This design comes from an exercise in tuning for small area and a short achievable clock period on the open sky130 flow, not from production work.
The RTL was checked by simulation tests, not by an equivalence proof against the original design.
Power and IR drop assume default switching activity.

==> flow/config.mk <==
export PLATFORM = sky130hd
export DESIGN_NAME = dequantizer_block
export DESIGN_NICKNAME = dequantizer_block
export VERILOG_FILES = /design/flow/design.v
export SDC_FILE = /design/flow/constraint.sdc
export NUM_CORES = 4
export LEC_CHECK = 0
export CAP_MARGIN = 20
export CORE_MARGIN = 2
export CORE_UTILIZATION = 40
export SLEW_MARGIN = 20
==> flow/constraint.sdc <==
create_clock -name core_clock -period 8.5 [get_ports {clk}]
set_input_delay 1.7000 -clock core_clock [delete_from_list [all_inputs] [get_ports {clk}]]
set_output_delay 1.7000 -clock core_clock [all_outputs]
set_load 0.01 [all_outputs]
==> flow/design.v <==
module lzc_miao_8_old (
  input [7:0] in,
  output wire [2:0] out_z,
  output wire v
  );
  wire q1, q2, q3, q4, q5, q6, q7;
  wire g1, g2, g3, g4;
  assign q1 = !(in[7] | in[6]);
  assign q2 = !(in[7] | (!in[6] & in[5]));
  assign q3 = !(in[5] | in[4]);
  assign q4 = in[4] | in[6];
  assign q5 = !(in[3] | in[2]);
  assign q6 = !(in[3] | (!in[2] & in[1]));
  assign q7 = !(in[1] | in[0]);
  assign g1 = !(q1 & q3);
  assign g2 = !(q1 & (!q3 | q5));
  assign g3 = !(q2 & (q4 | q6));
  assign g4 = !(q5 & q7);
  assign out_z[0] = g3;
  assign out_z[1] = g2;
  assign out_z[2] = g1;
  assign v = (g1 | g4);
endmodule
module lzc_miao_16 (
  input [15:0] in,
  output wire [3:0] out_z,
  output wire v
  );
  wire [2:0] zh, zl;
  wire vh, vl;
  lzc_miao_8 lzc_8_h (.in (in[15:8]), .out_z (zh), .v (vh));
  lzc_miao_8 lzc_8_l (.in (in[7:0]), .out_z (zl), .v (vl));
  assign out_z[0] = !(!zh[0] & (!vh & zl[0]));
  assign out_z[1] = !(!zh[1] & (!vh & zl[1]));
  assign out_z[2] = !(!zh[2] & (!vh & zl[2]));
  assign out_z[3] = !vh;
  assign v = !(vh | vl);
endmodule
module miao_lzc32 (
  input  [31:0] in,
  output [4:0]  out_z,
  output        v
);
  wire [3:0] group_valid;
  wire [3:0] group_lzc [3:0];
  assign group_valid[3] = |in[31:24];
  assign group_lzc[3] = (in[31]) ? 3'd0 :
                        (in[30]) ? 3'd1 :
                        (in[29]) ? 3'd2 :
                        (in[28]) ? 3'd3 :
                        (in[27]) ? 3'd4 :
                        (in[26]) ? 3'd5 :
                        (in[25]) ? 3'd6 :
                        (in[24]) ? 3'd7 : 4'd8;
  assign group_valid[2] = |in[23:16];
  assign group_lzc[2] = (in[23]) ? 3'd0 :
                        (in[22]) ? 3'd1 :
                        (in[21]) ? 3'd2 :
                        (in[20]) ? 3'd3 :
                        (in[19]) ? 3'd4 :
                        (in[18]) ? 3'd5 :
                        (in[17]) ? 3'd6 :
                        (in[16]) ? 3'd7 : 4'd8;
  assign group_valid[1] = |in[15:8];
  assign group_lzc[1] = (in[15]) ? 3'd0 :
                        (in[14]) ? 3'd1 :
                        (in[13]) ? 3'd2 :
                        (in[12]) ? 3'd3 :
                        (in[11]) ? 3'd4 :
                        (in[10]) ? 3'd5 :
                        (in[9])  ? 3'd6 :
                        (in[8])  ? 3'd7 : 4'd8;
  assign group_valid[0] = |in[7:0];
  assign group_lzc[0] = (in[7]) ? 3'd0 :
                        (in[6]) ? 3'd1 :
                        (in[5]) ? 3'd2 :
                        (in[4]) ? 3'd3 :
                        (in[3]) ? 3'd4 :
                        (in[2]) ? 3'd5 :
                        (in[1]) ? 3'd6 :
                        (in[0]) ? 3'd7 : 4'd8;
  wire [1:0] sel;
  wire [1:0] sel2;
  assign sel = (group_valid[3]) ? 2'd3 :
               (group_valid[2]) ? 2'd2 :
               (group_valid[1]) ? 2'd1 :
               (group_valid[0]) ? 2'd0 : 2'd0;
  assign sel2 = (group_valid[3]) ? 2'd0 :
                (group_valid[2]) ? 2'd1 :
                (group_valid[1]) ? 2'd2 :
                (group_valid[0]) ? 2'd3 : 2'd0;
  wire [3:0] local_lzc;
  assign local_lzc = group_lzc[sel];
  assign out_z = {sel2,local_lzc[2:0]} ;
  assign v = |in;
endmodule
module int_to_fp32_pipeline (
    input wire         clk, rst,
    input  wire [31:0] int_in,
    output wire        Exception,
    output wire        Overflow,
    output wire        Underflow,
    output wire [31:0] result
);
wire        sign;
wire [31:0] abs_val;
wire [4:0]  leading_zeros;
wire [8:0]  exponent_raw;
wire [22:0] mantissa;
wire        round_up, guard_bit, round_bit, sticky_bit;
wire [55:0] shifted_val;
wire [31:0] int_abs_shifted;
wire [23:0] mantissa_round, mantissa_ext;
wire [8:0]  exponent_final;
wire        mantissa_overflow;
wire        is_zero;
wire [4:0] out_lzc;
wire v_lzc;
wire [5:0] num_bits, num_exp;
wire [22:0] mantissa_piece;
assign sign = int_in[31];
assign abs_val = sign ? (~int_in + 1) : int_in;
assign is_zero = (abs_val == 32'd0);
miao_lzc32 lzc32(
    .in     (abs_val),
    .out_z  (out_lzc),
    .v      (v_lzc)
  );
assign leading_zeros = out_lzc;
assign int_abs_shifted = abs_val << leading_zeros;
assign num_bits = 'd32 - leading_zeros;
assign num_exp = num_bits - 'b1;
reg is_zero_reg, sign_reg;
reg [5:0] num_exp_reg;
reg [31:0] int_abs_shifted_reg;
always @(posedge clk) begin
    if (!rst) begin
      is_zero_reg         <= 'b0;
      num_exp_reg         <= 'b0;
      int_abs_shifted_reg <= 'b0;
      sign_reg            <= 'b0;
    end else begin
      is_zero_reg         <= is_zero;
      num_exp_reg         <= num_exp;
      int_abs_shifted_reg <= int_abs_shifted;
      sign_reg            <= sign;
    end
end
assign mantissa_piece = int_abs_shifted_reg[31:8]; 
assign guard_bit  = int_abs_shifted_reg[7];  
assign round_bit  = int_abs_shifted_reg[6];  
assign sticky_bit = |int_abs_shifted_reg[5:0];  
assign round_up   = guard_bit & (round_bit | sticky_bit | mantissa_piece[0]);
assign mantissa_ext = {1'b0, mantissa_piece};  
assign mantissa_round = mantissa_ext + round_up;
assign mantissa_overflow = mantissa_round[23];  
assign mantissa = mantissa_overflow ? mantissa_round[22:0] >> 1 : mantissa_round[22:0];
assign exponent_raw = 8'd127 + num_exp_reg + mantissa_overflow;
assign exponent_final = is_zero_reg ? 8'd0 : exponent_raw;
assign Exception = 1'b0;  
assign Overflow  = (exponent_final[8] & !exponent_final[7]) && !is_zero_reg;
assign Underflow = !is_zero_reg && (~|exponent_final);
assign result    = is_zero_reg   ? 32'd0 :
                   Overflow  ? {sign_reg, 8'hFF, 23'd0} :
                   Underflow ? {sign_reg, 31'd0} :
                   {sign_reg, exponent_final[7:0], mantissa};
endmodule
module Multiplication_pipeline(
		input clk, rst,
		input [31:0] a_operand,
		input [31:0] b_operand,
		output exception, overflow, underflow,
		output [31:0] result
		);
wire sign,normalised,zero;
wire [8:0] exponent,sum_exponent, exponent_raw;
wire [22:0] product_mantissa;
wire [23:0] operand_a,operand_b;
wire [47:0] product,product_normalised;  
wire guard_bit, round_bit, sticky_bit, round_up;
assign sign = a_operand[31] ^ b_operand[31];
assign exception = (&a_operand[30:23]);
wire a_is_zero = (a_operand[30:23] == 8'd0) && (a_operand[22:0] == 23'd0);
assign operand_a = (|a_operand[30:23]) ? {1'b1,a_operand[22:0]} : {1'b0,a_operand[22:0]};
assign operand_b = {1'b1,b_operand[22:0]};
reg [23:0] op_a_reg, op_b_reg;
reg exception_reg, a_is_zero_reg, sign_reg;
reg [7:0] a_exponent_reg, b_exponent_reg;
always @ (posedge clk) begin
    if (!rst) begin
        op_a_reg       <= 'b0;  
        op_b_reg       <= 'b0;
        exception_reg  <= 'b0;
        a_is_zero_reg  <= 'b0;
        sign_reg       <= 'b0;
        a_exponent_reg <= 'b0; 
        b_exponent_reg <= 'b0;
    end else begin
        op_a_reg      <= operand_a;
        op_b_reg      <= operand_b;
        exception_reg <= exception;
        a_is_zero_reg <= a_is_zero;
        sign_reg      <= sign;
        a_exponent_reg <= a_operand[30:23]; 
        b_exponent_reg <= b_operand[30:23];
    end
end
assign product = op_a_reg * op_b_reg;	
assign sum_exponent = a_exponent_reg + b_exponent_reg;
assign exponent_raw = sum_exponent - 8'd127;
reg [47:0] product_reg;
reg [8:0] exponent_reg;
reg a_is_zero_reg2, exception_reg2, sign_reg2;
always @(posedge clk) begin
    if (!rst) begin
        product_reg    <= 'b0;
        exponent_reg   <= 'b0;
        a_is_zero_reg2 <= 'b0;
        exception_reg2 <= 'b0;
		  sign_reg2      <= 'b0;
    end else begin
        product_reg    <= product;
        exponent_reg   <= exponent_raw;
        a_is_zero_reg2 <= a_is_zero_reg;
        exception_reg2 <= exception_reg;
		  sign_reg2      <= sign_reg;
    end
end
assign normalised = product_reg[47];	
assign product_normalised = normalised ? product_reg : product_reg << 1;	
assign guard_bit = product_normalised[23];
assign round_bit = product_normalised[22];
assign sticky_bit = |product_normalised[21:0];
assign round_up = guard_bit & (round_bit | sticky_bit | product_normalised[24]);
assign product_mantissa = product_normalised[46:24] + round_up;
assign exponent = exponent_reg + normalised;
assign zero = exception_reg2 ? 1'b0 : a_is_zero_reg2 ? 1'b1 : ((product_mantissa == 23'd0) && (exponent == 8'd0));
assign overflow = ((exponent[8] & !exponent[7]) && !zero) ;  
assign underflow = ((exponent[8] & exponent[7]) && !zero) ? 1'b1 : 1'b0; 
assign result = exception_reg2 ? 32'd0 : zero ? {sign_reg2,31'd0} : overflow ? {sign_reg2,8'hFF,23'd0} : underflow ? {sign_reg2,31'd0} : {sign_reg2,exponent[7:0],product_mantissa};
endmodule
module dequantizer_block (
    input clk, rst,
    input [31:0] level_int,
    input is_weight,
    output reg [31:0] weight_fp_reg
);
    wire  [31:0] level_fp, qstep;
    wire  level_exception, level_overflow, level_underflow;
    int_to_fp32_pipeline int_to_fp (
		  .clk(clk),
		  .rst(rst),
        .int_in(level_int),
        .Exception(level_exception),
        .Overflow(level_overflow),
        .Underflow(level_underflow),
        .result(level_fp)
    );
    reg [31:0] level_fp_reg;
	 reg [31:0] qstep_reg1, qstep_reg2;
    always @(posedge clk) begin
        if (!rst) begin
            level_fp_reg <= 'b0;
				qstep_reg1 <= 'b0;
				qstep_reg2 <= 'b0;
        end else begin
            level_fp_reg <= level_fp;
				qstep_reg1 <= (is_weight) ? 32'h3abfffe0 : 32'h36200013;
				qstep_reg2 <= qstep_reg1;
		  end
    end
	 wire [31:0] weight_fp;
	 wire excp, ovfl, unfl;
	  Multiplication_pipeline multiplier (
		 .clk(clk),
		 .rst(rst),
		 .a_operand(level_fp_reg),
		 .b_operand(qstep_reg2),
		 .exception(excp),
		 .overflow(ovfl),
		 .underflow(unfl),
		 .result(weight_fp)
	  );
	  always @(posedge clk) begin
			if (!rst) begin
				weight_fp_reg = 'b0;
			end else begin
				weight_fp_reg = weight_fp;
			end
	  end
endmodule
==> flow/run.sh <==
#!/bin/bash
# synth_recipe.tcl (not shown) runs the flow's synth.tcl, then flattens the netlist and writes it again
# the make line also repeats each setting of config.mk as NAME=value (left out here)
make -C /OpenROAD-flow-scripts/flow DESIGN_CONFIG=/design/flow/config.mk WORK_HOME=/design/flow/orfs CLKGATE_MAP_FILE= SYNTH_SCRIPT=/design/flow/synth_recipe.tcl finish
==> run_results.csv <==
group,metric,value,unit
global_route,grt-ovfl-total,0,
worst_setup_path,cp_max_fo,20,
route,viasPerCell,5.35,
worst_setup_path,critical_path_required,8.92,ns
floorplanning,dieHeight,252,µm
logic_synthesis,async_flop_share,0,%
final_layout,final_area,26900,µm²
logic_synthesis,syn-cell-area,24700,µm²
clock_tree,insertion_delay,0.55,ns
worst_setup_path,crit_type,"flop to flop",
timing,grt_setup_unrepaired,"false",
timing,post-route-min-period,7.93,ns
worst_setup_path,timing.critical_path.mode_cell,"fa_1",
logic_synthesis,synth_cell_types,93,
logic_synthesis,synth_seq_area_share,16.8,%
worst_setup_path,startpoint,"multiplier.op_b_reg[20]",
final_layout,finalNetCount,3392,
clock_tree,cts_sinks,207,
timing,final.setup_skew,0.0120,ns
floorplanning,die_area,63700,µm²
worst_setup_path,reg2reg_depth,24,
clock_tree,cts_tree,"done",
timing,slew_headroom,24.9,%
clock_tree,root_buffer,"clkbuf_16",
final_layout,syn2layout_area_growth,8.97,%
final_layout,layout-drive-gt1-share,4.81,%
power_and_ir_drop,powerDensity,103,nW/µm²
placed_design,hpwl,59.5,mm
placed_design,io_buffers,66,
placed_design,pre_cts_ws,0.385,ns
floorplanning,die_w,252,µm
worst_setup_path,r2r_slack,0.57,ns
route,drtIter0Drc,1181,
worst_setup_path,crit_chain,"buf_4 > and2_1 > fa_1 > inv_1 > fa_1 > fa_1 > inv_1 > fa_1 > fa_1 > fa_1 > inv_1 > fa_1 > inv_1 > ha_1 > a21o_1 > a21o_1 > a2111oi_0 > o21ai_0 > a311o_1 > a21oi_1 > o21ai_0 > a21oi_1 > xor2_1 > nor2_1",
placed_design,routabilityCongestion,0.963,
route,routed_wl,69.4,mm
floorplanning,ioPinCount,67,
final_layout,most-common-layout-cells,"485 x inv_1, 278 x ha_1, 267 x fa_1",
worst_setup_path,cp-start-kind,"flop",
route,drtPass1Iterations,5,
power_and_ir_drop,power,2.78,mW
placed_design,dpl.cell_count,3572,
placed_design,place_area,26100,µm²
route,via_count,19400,
floorplanning,num_rows,91,
route,ant_nets,0,
final_layout,final_common_cell,"inv_1",
logic_synthesis,syn-num-nets,3376,
clock_tree,h-tree-depth,1,
worst_setup_path,rr_endpoint,"multiplier.product_reg[45]",
logic_synthesis,ys_warn_count,4,
final_layout,fin_cells,3619,
global_route,grt_pass1_wl,111,mm
worst_setup_path,crit_arrival,8.35,ns
worst_setup_path,crit_path_end_kind,"flop",
clock_tree,cts_made_buffers,24,
run,cap_violations,0,
logic_synthesis,syn-mean-instance-area,8.82,µm²
timing,setup_tns,0,ns
worst_setup_path,cpPeakStageDelay,0.56,ns
worst_setup_path,reg2reg_from,"multiplier.op_b_reg[20]",
floorplanning,core-area,61400,µm²
final_layout,insertedDiodeCount,0,
worst_setup_path,critPathCapture,"multiplier.product_reg[45]",
logic_synthesis,synth_edf_count,0,
global_route,antenna_found_initial,1,
logic_synthesis,synthCells,2796,
timing,fin_ws,0.567,ns
timing,finalMaxSlewViolations,0,
power_and_ir_drop,p_leak,13.4,nW
global_route,track_usage,22.0,%
timing,setup_viol,0,
floorplanning,start_util,40.2,%
outcome,outcome,"timing/DRC/antenna clean",
route,wl_per_cell,19.2,µm
final_layout,largest_reg_flops,48,
timing,hold_viol_final,0,
global_route,grt_max_degree,57,
global_route,grt_pass1_vias,19800,
clock_tree,clockBufferDepth,3,
final_layout,fillCellCount,6000,
logic_synthesis,ys.flop_type,"dfxtp_1",
worst_setup_path,crit_slowest_cell,"fa_1",
route,drc_errors,0,
timing,min_period_over_period,93.3,%
timing,tightest_slew,1.10,ns
logic_synthesis,ys_seq_elements,207,
clock_tree,clk_pin_slew,0.06,ns
hold_path,worst_hold_path_type,"flop to flop",
timing,max_freq,126,MHz
power_and_ir_drop,vdd_ir_drop_max,0.135,mV
[cell families (layout without fill, tap and decap cells)]
family | after synthesis | count (layout) | share of synthesized area (%)
and+or+nand+nor | 766 | 766 | 16.3
adders and majority gates | 546 | 546 | 35.8
DFF | 207 | 207 | 16.8
xor gates and xnor gates | 181 | 181 | 6.46
buffers and inverters | 590 | 623 | 9.15
muxes | 70 | 70 | 3.01
AOI/OAI and AO/OA | 436 | 436 | 12.4
[critical path: cells and delay by family, from the launching register on]
kind,cells,cell delay [ns]
AOI/OAI and AO/OA,8,2.14
buffers and inverters,5,0.62
and+or+nand+nor,2,0.30
DFF,1,0.53
xor gates and xnor gates,1,0.16
adders and majority gates,8,4.03
[worst min-delay path by stage]
stage | slack (ns) | from | cells after the start | to
floorplan | 0.41 | int_to_fp.sign_reg | 1 | level_fp_reg[31]
global placement | 0.42 | qstep_reg1[26] | 1 | qstep_reg2[26]
detailed placement | 0.42 | level_fp_reg[31] | 1 | multiplier.sign_reg
CTS | 0.44 | level_fp_reg[31] | 1 | multiplier.sign_reg
global route | 0.44 | level_fp_reg[31] | 1 | multiplier.sign_reg
finish | 0.43 | level_fp_reg[31] | 1 | multiplier.sign_reg
[report_power, final]
group / switching [mW] / internal (mW)
Sequential: 0.0669 / 1.04
Clock: 0.408 / 0.588
Combinational: 0.409 / 0.269
Total: 0.884 / 1.90
[per-stage QoR]
| stage | util, % | hold slack, ns |
|---|---|---|
| 2_1_floorplan | - | 0.406 |
| 3_3_place_gp | 42.5 | 0.417 |
| 3_5_place_dp | 42.5 | 0.422 |
| 4_1_cts | 43.7 | 0.436 |
| 5_1_grt | 43.8 | 0.438 |
| 6_report | 43.8 | 0.431 |
[area by class of cell]
| type | count | area [µm²] | share of cell area [%] |
|---|---|---|---|
| clock buffer | 37 | 719 | 2.68 |
| clock inverter | 6 | 71.3 | 0.265 |
| inverter | 489 | 1840 | 6.84 |
| multi-input combinational | 1999 | 18300 | 68.0 |
| sequential | 207 | 4150 | 15.4 |
| tap | 790 | 988 | 3.68 |
| timing repair buffer | 91 | 843 | 3.14 |
[synthesized netlist by cell type, drive strengths merged, types with 27 or more instances]
cell	number	area share (%)
nor2	182	2.8
nand4	33	0.86
clkbuf	74	1.1
a21oi	109	2.3
a21o	66	2.0
ha	278	14
fa	267	22
mux2i	46	1.9
and3	31	0.81
nor3	59	1.2
xnor2	112	4.0
nand2	116	1.8
dfxtp	207	17
o21ai	55	1.2
buf	27	0.58
nand3	59	1.2
and2	166	4.2
inv	489	7.4
xor2	69	2.5
nor4	36	1.1
[what timing repair did]
action,CTS,global route
buffers inserted,0,4
hold buffers,0,0
gates resized for setup,0,2
setup endpoints to repair,0,5
[per-layer routing]
| layer | GRT usage, % | part of all wire [%] |
|---|---|---|
| met3 | 1.84 | 3.8 |
| met1 | 28.9 | 45 |
| met5 | 0 | 0 |
| met2 | 39.2 | 49 |
| met4 | 5.11 | 2.5 |

## re-timing with driven ports
The results above use ideal ports. As a check the final layout listed here was re-extracted and re-timed, cells and wires unchanged. Step 1: set_driving_cell puts a clkbuf_16 on clk and a buf_2 on each other input, an assumption about the parent block. Step 2 times the ports against the registers' clock, not the clock port: input delays grow and output delays shrink by t, the midpoint of the rising clock arrivals with the driver on. Slacks: ideal / step 1 / step 2; pairs: ideal / step 1.
shift t [ns]: 0.604
slack for setup (ns): 0.567 / 0.567 / 0.567
latest minus earliest clock arrival (ns): 0.015 / 0.014
worst register clock-pin slew, ns: 0.06 / 0.06
cell pins on the clock port's net: 1
After both steps this run still meets setup and hold. For this run, drivers alone change the setup slack by 0.000 ns; drivers and shift together by 0.000 ns.
